This is an optimization exercise on Yosys and OpenROAD, whose aim is small area, not a production implementation.
In this exercise RTL edits were held to simulation tests only and were not proved equivalent to the original.

oak:
// CPU
module CPU(
    input [0:0] clk,
    input [0:0] reset,
    input [15:0] in,
    output [15:0] out,
    output [7:0] imem_addr,
    input [15:0] imem_data,
    output [7:0] dmem_addr,
    output [15:0] dmem_wdata,
    output dmem_we,
    input [15:0] dmem_rdata
);
clock: 14.0 ns
lec_check: 0
abc_area: 1
cap_margin: 0
core_margin: 2
core_utilization: 40
cts_buf_list: sky130_fd_sc_hd__clkbuf_4
cts_cluster_diameter: 40
cts_cluster_size: 12
slew_margin: 0
run.sh (not shown) runs the stock make flow with config.mk's settings and CLKGATE_MAP_FILE= SYNTH_SCRIPT=/design/flow/synth_recipe.tcl, a recipe that flattens the netlist after the stock synthesis.
The following lists how pine was set up differently from oak:
Settings: SLEW_MARGIN now 20, was 0; CTS_CLUSTER_DIAMETER now 50, was 40; CAP_MARGIN now 20, was 0; CTS_BUF_LIST now sky130_fd_sc_hd__clkbuf_8, was sky130_fd_sc_hd__clkbuf_4; CTS_CLUSTER_SIZE now 20, was 12.
Findings:
pine was carried through to the last stage, and its layout satisfied the timing, design-rule and antenna checks. oak went all the way through the flow, and no timing, DRC or antenna check failed. Buffers inserted during post-CTS setup optimization came out exactly the same in pine and oak. Length of routed wiring on met1 delta (pine -> oak): insignificant. Going from oak to pine, number of diodes lost 1, overall via count from detail_route lost 0.39%, routed wire length neither gained nor lost much.

The RTL this note starts from:
==> flow/design.v <==
module CPU(
    input [0:0] clk,
    input [0:0] reset,
    input [15:0] in,
    output [15:0] out,
    output [7:0] imem_addr,
    input [15:0] imem_data,
    output [7:0] dmem_addr,
    output [15:0] dmem_wdata,
    output dmem_we,
    input [15:0] dmem_rdata
);
reg [15:0] pc;       
reg [15:0] fpc;      
reg [15:0] ir;       
reg        v;        
reg        lz;       
reg [15:0] A, B;     
reg [15:3] irE;      
reg [2:0]  opE;      
reg [15:0] resM;     
reg [15:0] dM;       
reg [2:0]  rdM;
reg        rwM, mwM, msM, jalM;
reg [15:0] valW;     
reg [2:0]  rdW;
reg        rwW;
reg [15:0] rf [1:7];  
wire [2:0] opD  = ir[2:0];
wire [2:0] rs1D = ir[8:6];
wire [2:0] rs2D = ir[11:9];
wire [2:0] rdD  = ir[5:3];
wire isJalD = (opD == 3'd6);
wire isJrD  = (opD == 3'd7);
wire useRd  = (opD == 3'd3) || isJrD;
wire [2:0] rbD = useRd ? rdD : rs2D;
wire [15:0] inc = pc + 16'd2;
wire byA = !isJalD && rs1D != 3'd0 && rs1D == rdW && rwW;
wire byB = !isJrD  && rbD  != 3'd0 && rbD  == rdW && rwW;
reg [15:0] ra, rb;
integer k;
always @(*) begin
    ra = (fpc & {16{isJalD}}) | (valW & {16{byA}});
    rb = valW & {16{byB}};
    for (k = 1; k < 8; k = k + 1) begin
        ra = ra | (rf[k] & {16{rs1D == k && !isJalD && !byA}});
        rb = rb | (rf[k] & {16{rbD == k && !byB}});
    end
end
wire c1f = (rs1D != 3'd0) && rs1D == rdM && rwM;
wire c2f = (rs2D != 3'd0) && rs2D == rdM && rwM;
wire [15:0] c1 = c1f ? valW : ra;
wire [15:0] c2 = c2f ? valW : rb;
wire take = v && (opD[2] && (opD[1] || (opD[0] ? (c1 < c2) : (c1 == c2))));
wire [15:0] immB = isJalD ? {{5{ir[15]}}, ir[15:6], 1'b0}
                          : {{8{ir[15]}}, ir[15:12], ir[5:3], 1'b0};
wire [15:0] tgt;
ripple_add #(16) tgt_add (.a(fpc), .b(immB), .ci(1'b0), .s(tgt));
wire selJr  = !reset && take && isJrD;
wire selTgt = !reset && take && !isJrD;
wire selInc = !reset && !take;
always @(posedge clk) begin
    pc  <= (rb & {16{selJr}}) | (tgt & {16{selTgt}}) | (inc & {16{selInc}});
    fpc <= pc;
end
assign imem_addr = pc[8:1];
always @(posedge clk) begin
    ir <= imem_data;
    v  <= ~reset;
    lz <= ~v;
end
always @(posedge clk) begin
    A   <= ra;
    B   <= rb;
    irE <= {ir[15], ir[14] | ~v, ir[13:10], isJalD ? ~lz : ir[9], ir[8:6], ir[5:3] & {3{v}}};
    opE <= opD & {3{v}};
end
wire isR   = (opE == 3'd0);
wire isI   = (opE == 3'd1);
wire isL   = (opE == 3'd2);
wire isS   = (opE == 3'd3);
wire isBr  = (opE == 3'd4) || (opE == 3'd5);
wire isJal = (opE == 3'd6);
wire isJr  = (opE == 3'd7);
wire rwE   = isR || isI || isL || isJal;
wire msE   = !(isR || isI || isJal);    
wire [2:0] rs1E = irE[8:6];
wire [2:0] rs2E = irE[11:9];
wire [2:0] rdE  = irE[5:3];
wire [2:0] rsBE = isS ? rdE : rs2E;
wire mA = !isJal && rs1E != 3'd0 && rs1E == rdM && rwM;
wire wA = !isJal && rs1E != 3'd0 && rs1E == rdW && rwW && rs1E != rdM;
wire mAv = mA && !jalM;
wire nA = !mA && !wA;
wire [15:0] Af = (resM & {16{mAv}}) | (valW & {16{wA}}) | (A & {16{nA}});
wire mB = !isS && rsBE != 3'd0 && rsBE == rdM && rwM;
wire wB = rsBE != 3'd0 && rsBE == rdW && rwW && (isS || rsBE != rdM);
wire mBv = mB && !jalM;
wire nB = !mB && !wB;
wire [15:0] Bf = (resM & {16{mBv}}) | (valW & {16{wB}}) | (B & {16{nB}});
wire [15:0] imm = isI   ? {{11{irE[13]}}, irE[13:9]} :
                  isJal ? {14'd0, irE[9], 1'b0} :
                  isBr  ? {{8{irE[15]}}, irE[15:12], irE[5:3], 1'b0} :
                          {{9{irE[15]}}, irE[15:9]};
wire [15:0] bin = isR ? Bf : imm;
wire [3:0] func = irE[15:12];
wire sub = (isR && func == 4'd1) || isBr;
wire [15:0] sum;
ripple_add #(16) alu_add (.a(Af), .b(bin ^ {16{sub}}), .ci(sub), .s(sum));
wire shr = irE[15];
wire [15:0] shin, shout, shrev;
genvar gi;
generate
    for (gi = 0; gi < 16; gi = gi + 1) begin : rev
        assign shin[gi]  = shr ? Af[15 - gi] : Af[gi];
        assign shrev[gi] = shout[15 - gi];
    end
endgenerate
assign shout = shin << irE[12:9];
wire opSum = (isR && func[3:1] == 3'd0) || (isI && irE[15:14] == 2'd0) ||
             isL || isS || isBr || isJal;
wire opOr  = isR && func == 4'd2;
wire opAnd = isR && func == 4'd3;
wire opXor = isI && irE[15:14] == 2'd3;
wire opShl = isI && irE[15:14] == 2'd1 && !irE[13];
wire opShr = isI && irE[15:14] == 2'd2 && !irE[13];
wire logAnd = opAnd || opOr;
wire logXor = opOr || opXor;
wire [15:0] alu = (sum   & {16{opSum}}) |
                  ((Af & bin) & {16{logAnd}}) |
                  ((Af ^ bin) & {16{logXor}}) |
                  (shout & {16{opShl}}) |
                  (shrev & {16{opShr}});
always @(posedge clk) begin
    resM <= alu;
    dM   <= Bf;
    rdM  <= rdE;
    msM  <= msE;
    jalM <= isJal;
    rwM  <= ~reset & rwE;
    mwM  <= ~reset & isS;
end
wire z = (resM == 16'd0);
wire fwdM = rdM != 3'd0 && rdM == rdW && rwW;
wire [15:0] sdata = fwdM ? valW : dM;
assign dmem_addr  = resM[8:1];
assign dmem_we    = mwM;
assign dmem_wdata = sdata & {16{~z}};
assign out        = sdata & {16{z && mwM}};
wire selIn  = msM && z;
wire selMem = msM && !z;
always @(posedge clk) begin
    valW <= (in & {16{selIn}}) | (dmem_rdata & {16{selMem}}) | (resM & {16{!msM}});
    rdW  <= rdM;
    rwW  <= rwM;
end
generate
    for (gi = 1; gi < 8; gi = gi + 1) begin : regs
        always @(posedge clk) begin
            if (reset) rf[gi] <= 16'd0;
            else if (rwW && rdW == gi) rf[gi] <= valW;
        end
    end
endgenerate
endmodule
module ripple_add #(parameter W = 16) (
    input [W-1:0] a,
    input [W-1:0] b,
    input ci,
    output [W-1:0] s
);
wire [W:0] c;
assign c[0] = ci;
genvar i;
generate
    for (i = 0; i < W; i = i + 1) begin : bit_
        assign s[i] = a[i] ^ b[i] ^ c[i];
        assign c[i+1] = (a[i] & b[i]) | (c[i] & (a[i] ^ b[i]));
    end
endgenerate
endmodule
Settings: LEC_CHECK=0, ABC_AREA=1, CAP_MARGIN=20, CORE_MARGIN=2, CORE_UTILIZATION=40, CTS_BUF_LIST=sky130_fd_sc_hd__clkbuf_8, CTS_CLUSTER_DIAMETER=60, CTS_CLUSTER_SIZE=14, SLEW_MARGIN=20; clock period 14.0 ns.
The starting point completed without violations.
Rerun with:
Settings changed: CTS_CLUSTER_DIAMETER 60 to 50, CTS_CLUSTER_SIZE 14 to 20.
Result: The new run produced a clean layout. Global-route usage goes up by 0.21 points. First-iteration DRC count goes down by a few percent. Hold slack got worse by 4.0 ps. Count of clock-buffer cells in the layout goes up by 8.
